Context: an optimization exercise on an open-source flow, tuned for small area, a short achievable clock period and few clock cycles per item. The choices shown serve that exercise and are no tape-out recipe. Only simulation tests tie the RTL to the original design; equivalence was not proved.

==> fjord <==
Design rsa_key, start of the top module:
module rsa_key #(parameter WIDTH = 6) (
    input                    clk,
    input                    rst_n,
    input                    in_valid,
    output                   in_ready,
    input  [WIDTH-1:0]       IN_P,
    input  [WIDTH-1:0]       IN_Q,
    input  [WIDTH*2-1:0]     IN_E,
    output reg               out_valid,
    output reg [WIDTH*2-1:0] OUT_N,
    output reg [WIDTH*2-1:0] OUT_D
);
clock: 210.0 ns
lec_check: 0
abc_area: 1
cap_margin: 20
core_margin: 2
core_utilization: 40
cts_cluster_diameter: 80
cts_cluster_size: 30
slew_margin: 20
run.sh (not shown) runs the stock make flow with config.mk's settings and CLKGATE_MAP_FILE= SYNTH_SCRIPT=/design/flow/synth_recipe.tcl, a recipe that flattens the netlist after the stock synthesis.
==> tundra: changes against fjord <==
==> flow/flow/run.sh (new file) <==
#!/bin/bash
set -o pipefail
export BUFFER_PORTS_ARGS="-buffer_cell sky130_fd_sc_hd__buf_2"
export SYNTH_ARGS="-noabc"
export DONT_USE_CELLS="sky130_fd_sc_hd__ha_1 sky130_fd_sc_hd__ha_2 sky130_fd_sc_hd__ha_4"
bash standard.sh > standard.log 2>&1
status=$?
tail -20 standard.log
exit $status
==> flow/standard.sh (new file) <==
#!/bin/bash
# synth_recipe.tcl (not shown) runs the flow's synth.tcl, then flattens the netlist and writes it again
# the make line also repeats each setting of config.mk as NAME=value (left out here)
make -C /OpenROAD-flow-scripts/flow DESIGN_CONFIG=/design/flow/config.mk WORK_HOME=/design/flow/orfs CLKGATE_MAP_FILE= SYNTH_SCRIPT=/design/flow/synth_recipe.tcl "${@:-finish}"
removed: flow/run.sh
==> summary.txt <==
run status - timing/DRC/antenna clean
multi-input gates - 2,455
non-filler instance count after layout - 4,325
post-synthesis compound-gate area fraction - 7.26%
Mapped Cells - 3,305
R2R setup slack - 168.12 ns
critical path's slowest cell - dfrtp_1
routed metal-1 wirelength - 28,900 um
starting density of the core - 40.2%
cts bufs inserted - 22
[end of results for tundra]
==> summary.txt <==
run status - timing/DRC/antenna clean
cts bufs inserted - 21
routed metal-1 wirelength - 30,500 um
R2R setup slack - 169.94 ns
multi-input gates - 2,463
starting density of the core - 40.2%
[end of results for fjord]
Testbench counts of fjord, summed over its fixed seeds: cycles 2,448, items 2,400.
Testbench counts of tundra, summed over its fixed seeds: cycles 2,448, items 2,400.

---

==> inputs of run a <==
Another version of the RTL of rsa_key (not shown whole).
Settings: LEC_CHECK=0, ABC_AREA=1, CAP_MARGIN=20, CORE_MARGIN=2, CORE_UTILIZATION=65, SLEW_MARGIN=20; clock period 210.0 ns.
Stock flow here: none of the scripts above is used.
==> run b: changes against run a <==
- CORE_UTILIZATION: 65 -> 40
==> results.toml <==
[outcome]
status = "finished clean"

[routing]
drtIter0Drc = 1426

[power_and_ir_drop]
Source of the figures above: run a

==> results.toml <==
[outcome]
status = "finished clean"

[floorplan]
die_x_um = 284

[routing]
drtIter0Drc = 1392
Source of the figures above: run b

Testbench counts of run a, summed over its fixed seeds: cycles 2,448, items 2,400.
Testbench counts of run b, summed over its fixed seeds: cycles 2,448, items 2,400.

---

==> trial 18: inputs <==
Another version of the RTL of rsa_key (not shown whole).
clock: 210.0 ns
lec_check: 0
abc_area: 1
cap_margin: 20
core_margin: 2
core_utilization: 40
slew_margin: 20
==> inputs of trial 30, as changes to trial 18 <==
Settings changed: ABC_AREA 1 to default.
==> inputs of build 85, as changes to trial 18 <==
Settings changed: CTS_BUF_LIST from default to sky130_fd_sc_hd__clkbuf_4, CTS_CLUSTER_SIZE from default to 50.
==> qor summary <==
Outcome: trial 30 finished clean; trial 18 finished clean; build 85 finished clean
Rows: trial 30 110; trial 18 108; build 85 108
Parity-gate share of the synthesized area counting xor and xnor cells: trial 30 4.03%; trial 18 3.97%; build 85 3.97%
Reg2Reg Depth: trial 30 134; trial 18 126; build 85 126
Commonest non-fill, non-tap cell in the layout: trial 30 sky130_fd_sc_hd__fa_1; trial 18 sky130_fd_sc_hd__nand2_1; build 85 sky130_fd_sc_hd__nand2_1
Clk root buf: trial 30 sky130_fd_sc_hd__clkbuf_16; trial 18 sky130_fd_sc_hd__clkbuf_16; build 85 sky130_fd_sc_hd__clkbuf_4
FF-to-FF Start: trial 30 s4_B[0]; trial 18 s1_B[4]; build 85 s1_B[4]
Destination of the critical timing path: trial 30 OUT_D[10]; trial 18 OUT_D[9]; build 85 OUT_D[1]
Clock tree cell share of total cell area: trial 30 3.40%; trial 18 3.32%; build 85 3.19%
Growth of design area from synthesis to finish: trial 30 9.20%; trial 18 8.60%; build 85 8.47%
Nonclk inv count: trial 30 547; trial 18 773; build 85 773
Worst path setup slack after routing: trial 30 166.58 ns; trial 18 166.59 ns; build 85 166.29 ns
Slowest stage delay, CP: trial 30 0.54 ns; trial 18 0.53 ns; build 85 0.53 ns
Cell count after synthesis: trial 30 3841; trial 18 4121; build 85 4121
Testbench counts of trial 18, summed over its fixed seeds: cycles 2,448, items 2,400.
Testbench counts of trial 30, summed over its fixed seeds: cycles 2,448, items 2,400.
Testbench counts of build 85, summed over its fixed seeds: cycles 2,448, items 2,400.

---

==> juniper: inputs <==
rsa_key, a different RTL version from the one above (not shown whole).
Settings: LEC_CHECK=0, ABC_AREA=1, CAP_MARGIN=20, CORE_MARGIN=2, CORE_UTILIZATION=40, CTS_CLUSTER_DIAMETER=80, CTS_CLUSTER_SIZE=30, SLEW_MARGIN=20; clock period 210.0 ns.
standard.sh (not shown) runs the stock make flow with config.mk's settings and CLKGATE_MAP_FILE= SYNTH_SCRIPT=/design/flow/synth_recipe.tcl, a recipe that flattens the netlist after the stock synthesis.
==> flow/flow/run.sh <==
#!/bin/bash
set -o pipefail
export BUFFER_PORTS_ARGS="-buffer_cell sky130_fd_sc_hd__buf_2"
export SYNTH_ARGS="-noabc"
plat=$(make -s -C "$FLOW_HOME" DESIGN_CONFIG="$PWD/config.mk" WORK_HOME="$PWD/orfs" print-DONT_USE_CELLS 2>print_dont_use.log | sed -n 's/^DONT_USE_CELLS: //p')
if [ -z "$plat" ]; then echo "could not read the platform's DONT_USE_CELLS" >&2; exit 1; fi
dont_use="$plat sky130_fd_sc_hd__ha_1 sky130_fd_sc_hd__ha_2 sky130_fd_sc_hd__ha_4"
echo "DONT_USE_CELLS=$dont_use" > dont_use.txt
bash standard.sh "DONT_USE_CELLS=$dont_use" finish > standard.log 2>&1
status=$?
tail -20 standard.log
exit $status
==> inputs of xenon, as changes to juniper <==
--- a/flow/design.v
+++ b/flow/design.v
@@ -249,17 +249,25 @@
 wire c35_bnz = |c_B0;
 wire [11:0] c36_A = c_B0;
 wire [10:0] c37_B = c35_bnz ? c32_A[10:0] : 11'd0;
 wire [10:0] c38_X = 11'd1;
 wire [10:0] c39_TB = c34_Q;
 wire c40_par = c35_bnz ? ~1'b0 : 1'b0;
+wire [11:0] c41_Bw = c37_B;
+wire [11:0] c42_A;
+wire c43_q;
+rsa_rrowx #(.K(11), .W(12)) u_d1_k11 (.R(c36_A), .B(c41_Bw), .en((|c37_B & ~|c37_B[10:1])), .RO(c42_A), .qo(c43_q));
+wire [11:0] c44_Bw = c37_B;
+wire [11:0] c45_A;
+wire c46_q;
+rsa_rrowx #(.K(10), .W(12)) u_d1_k10 (.R(c42_A), .B(c44_Bw), .en((|c37_B & ~|c37_B[10:2])), .RO(c45_A), .qo(c46_q));
 reg v1;
 always @(posedge clk or negedge rst_n)
     if (~rst_n) v1 <= 1'b0; else v1 <= v0;
 reg [11:0] s1_A;
-always @(posedge clk) s1_A <= c36_A;
+always @(posedge clk) s1_A <= c45_A;
 reg [10:0] s1_B;
 always @(posedge clk) s1_B <= c37_B;
 reg [10:0] s1_X;
 always @(posedge clk) s1_X <= c38_X;
 reg [10:0] s1_TB;
 always @(posedge clk) s1_TB <= c39_TB;
@@ -268,26 +276,22 @@
 reg s1_sp;
 always @(posedge clk) s1_sp <= c_sp0;
 reg [11:0] s1_Eu;
 always @(posedge clk) s1_Eu <= c_Eu;
 reg [11:0] s1_N;
 always @(posedge clk) s1_N <= c_N;
-wire [11:0] c41_Bw = s1_B;
-wire [11:0] c42_A;
-wire c43_q;
-rsa_rrowx #(.K(11), .W(12)) u_d1_k11 (.R(s1_A), .B(c41_Bw), .en((|s1_B & ~|s1_B[10:1])), .RO(c42_A), .qo(c43_q));
-wire [11:0] c44_Bw = s1_B;
-wire [11:0] c45_A;
-wire c46_q;
-rsa_rrowx #(.K(10), .W(12)) u_d1_k10 (.R(c42_A), .B(c44_Bw), .en((|s1_B & ~|s1_B[10:2])), .RO(c45_A), .qo(c46_q));
+reg s1_q11;
+always @(posedge clk) s1_q11 <= c43_q;
+reg s1_q10;
+always @(posedge clk) s1_q10 <= c46_q;
 wire [11:0] c47_Bw = s1_B;
 wire [11:0] c48_A;
 wire c49_q;
-rsa_rrowx #(.K(9), .W(12)) u_d1_k9 (.R(c45_A), .B(c47_Bw), .en((|s1_B & ~|s1_B[10:3])), .RO(c48_A), .qo(c49_q));
+rsa_rrowx #(.K(9), .W(12)) u_d1_k9 (.R(s1_A), .B(c47_Bw), .en((|s1_B & ~|s1_B[10:3])), .RO(c48_A), .qo(c49_q));
 wire [10:0] c50_X;
-rsa_tb4 #(.I(5), .TW(11)) u_t1_i5 (.X(s1_X), .TB(s1_TB), .q2(c43_q), .q1(c46_q), .q0(c49_q), .XO(c50_X));
+rsa_tb4 #(.I(5), .TW(11)) u_t1_i5 (.X(s1_X), .TB(s1_TB), .q2(s1_q11), .q1(s1_q10), .q0(c49_q), .XO(c50_X));
 wire [11:0] c51_Bw = s1_B;
 wire [11:0] c52_A;
 wire c53_q;
 rsa_rrowx #(.K(8), .W(12)) u_d1_k8 (.R(c48_A), .B(c51_Bw), .en((|s1_B & ~|s1_B[10:4])), .RO(c52_A), .qo(c53_q));
 wire [11:0] c54_Bw = s1_B;
 wire [11:0] c55_A;
@@ -396,47 +400,49 @@
 wire c128_bnz = |c85_B;
 wire [9:0] c129_A = c85_B;
 wire [9:0] c130_B = c128_bnz ? c125_A[9:0] : 10'd0;
 wire [10:0] c131_X = c87_TB;
 wire [10:0] c132_TB = c127_X;
 wire c133_par = c128_bnz ? ~c88_par : c88_par;
+wire [9:0] c134_Bw = c130_B;
+wire [9:0] c135_A;
+wire c136_q;
+rsa_rrowx #(.K(9), .W(10)) u_d3_k9 (.R(c129_A), .B(c134_Bw), .en((|c130_B & ~|c130_B[9:1])), .RO(c135_A), .qo(c136_q));
+wire [10:0] c137_X;
+rsa_tb4 #(.I(5), .TW(11)) u_t3_i5 (.X(c131_X), .TB(c132_TB), .q2(1'b0), .q1(1'b0), .q0(c136_q), .XO(c137_X));
 reg v2;
 always @(posedge clk or negedge rst_n)
     if (~rst_n) v2 <= 1'b0; else v2 <= v1;
 reg [9:0] s2_A;
-always @(posedge clk) s2_A <= c129_A;
+always @(posedge clk) s2_A <= c135_A;
 reg [9:0] s2_B;
 always @(posedge clk) s2_B <= c130_B;
 reg [10:0] s2_X;
-always @(posedge clk) s2_X <= c131_X;
+always @(posedge clk) s2_X <= c137_X;
 reg [10:0] s2_TB;
 always @(posedge clk) s2_TB <= c132_TB;
 reg s2_par;
 always @(posedge clk) s2_par <= c133_par;
 reg s2_sp;
 always @(posedge clk) s2_sp <= s1_sp;
 reg [11:0] s2_Eu;
 always @(posedge clk) s2_Eu <= s1_Eu;
 reg [11:0] s2_N;
 always @(posedge clk) s2_N <= s1_N;
-wire [9:0] c134_Bw = s2_B;
-wire [9:0] c135_A;
-wire c136_q;
-rsa_rrowx #(.K(9), .W(10)) u_d3_k9 (.R(s2_A), .B(c134_Bw), .en((|s2_B & ~|s2_B[9:1])), .RO(c135_A), .qo(c136_q));
-wire [10:0] c137_X;
-rsa_tb4 #(.I(5), .TW(11)) u_t3_i5 (.X(s2_X), .TB(s2_TB), .q2(1'b0), .q1(1'b0), .q0(c136_q), .XO(c137_X));
+reg s2_q9;
+always @(posedge clk) s2_q9 <= c136_q;
 wire [9:0] c138_Bw = s2_B;
 wire [9:0] c139_A;
 wire c140_q;
-rsa_rrowx #(.K(8), .W(10)) u_d3_k8 (.R(c135_A), .B(c138_Bw), .en((|s2_B & ~|s2_B[9:2])), .RO(c139_A), .qo(c140_q));
+rsa_rrowx #(.K(8), .W(10)) u_d3_k8 (.R(s2_A), .B(c138_Bw), .en((|s2_B & ~|s2_B[9:2])), .RO(c139_A), .qo(c140_q));
 wire [9:0] c141_Bw = s2_B;
 wire [9:0] c142_A;
 wire c143_q;
 rsa_rrowx #(.K(7), .W(10)) u_d3_k7 (.R(c139_A), .B(c141_Bw), .en((|s2_B & ~|s2_B[9:3])), .RO(c142_A), .qo(c143_q));
 wire [10:0] c144_X;
-rsa_tb4 #(.I(4), .TW(11)) u_t3_i4 (.X(c137_X), .TB(s2_TB), .q2(c136_q), .q1(c140_q), .q0(c143_q), .XO(c144_X));
+rsa_tb4 #(.I(4), .TW(11)) u_t3_i4 (.X(s2_X), .TB(s2_TB), .q2(s2_q9), .q1(c140_q), .q0(c143_q), .XO(c144_X));
 wire [9:0] c145_Bw = s2_B;
 wire [9:0] c146_A;
 wire c147_q;
 rsa_rrowx #(.K(6), .W(10)) u_d3_k6 (.R(c142_A), .B(c145_Bw), .en((|s2_B & ~|s2_B[9:4])), .RO(c146_A), .qo(c147_q));
 wire [9:0] c148_Bw = s2_B;
 wire [9:0] c149_A;
--- a/flow/config.mk
+++ b/flow/config.mk
@@ -5,10 +5,10 @@
 export SDC_FILE = /design/flow/constraint.sdc
 export NUM_CORES = 4
 export LEC_CHECK = 0
 export ABC_AREA = 1
 export CAP_MARGIN = 20
 export CORE_MARGIN = 2
-export CORE_UTILIZATION = 40
+export CORE_UTILIZATION = 60
 export CTS_CLUSTER_DIAMETER = 80
 export CTS_CLUSTER_SIZE = 30
 export SLEW_MARGIN = 20
==> summary of the runs <==
- juniper finished clean. xenon went through all stages and came out clean.
- Non-clock buffer count: juniper is lower than xenon (1).
- Against xenon, the wire length of juniper is higher by about 6%.
- Against xenon, the flip-flop and latch count of juniper is lower by 2.
- In critical path depth, xenon and juniper do not differ.
- Between xenon and juniper, the lower register-to-register slack is in juniper (gap 0.88 ns).
- Of xenon and juniper, juniper has the higher final area (gap about 0.8%, measured against juniper).
- Between juniper and xenon, the lower clock skew is in xenon (gap 0.0056 ns).
Testbench counts of juniper, summed over its fixed seeds: cycles 2,432, items 2,400.
Testbench counts of xenon, summed over its fixed seeds: cycles 2,432, items 2,400.

-- afterwards: timing with drivers on the ports --
How much do the figures lean on ideal ports? The routed layouts below were timed once more, with nothing changed but the port constraints. Step 1 assumes that a clkbuf_16 drives the clock port and a buf_2 every other input. Step 2 times the ports against the registers' clock, not the clock port: input delays grow and output delays shrink by t, the midpoint of the rising clock arrivals with the driver on. Slacks: no drivers / after step 1 / after step 2; pairs: no drivers / after step 1.
| run | t, ns | setup slack, ns | latest minus earliest clock arrival (ns) |
|---|---|---|---|
| fjord | 0.613 | 166.565 / 166.498 / 167.111 | 0.036 / 0.035 |
| tundra | 0.633 | 166.960 / 166.900 / 167.532 | 0.042 / 0.043 |
| run a | 0.609 | 166.578 / 166.520 / 166.892 | 0.019 / 0.018 |
| run b | 0.599 | 166.618 / 166.556 / 167.154 | 0.033 / 0.033 |
| trial 18 | 0.617 | 166.589 / 166.530 / 167.147 | 0.030 / 0.030 |
| trial 30 | 0.627 | 166.577 / 166.512 / 167.139 | 0.043 / 0.043 |
| build 85 | 0.904 | 166.290 / 166.232 / 167.136 | 0.090 / 0.089 |
| juniper | 0.512 | 167.040 / 166.986 / 167.184 | 0.018 / 0.018 |
| xenon | 0.508 | 167.058 / 167.004 / 167.512 | 0.012 / 0.013 |
After both steps every run listed still meets setup and hold.
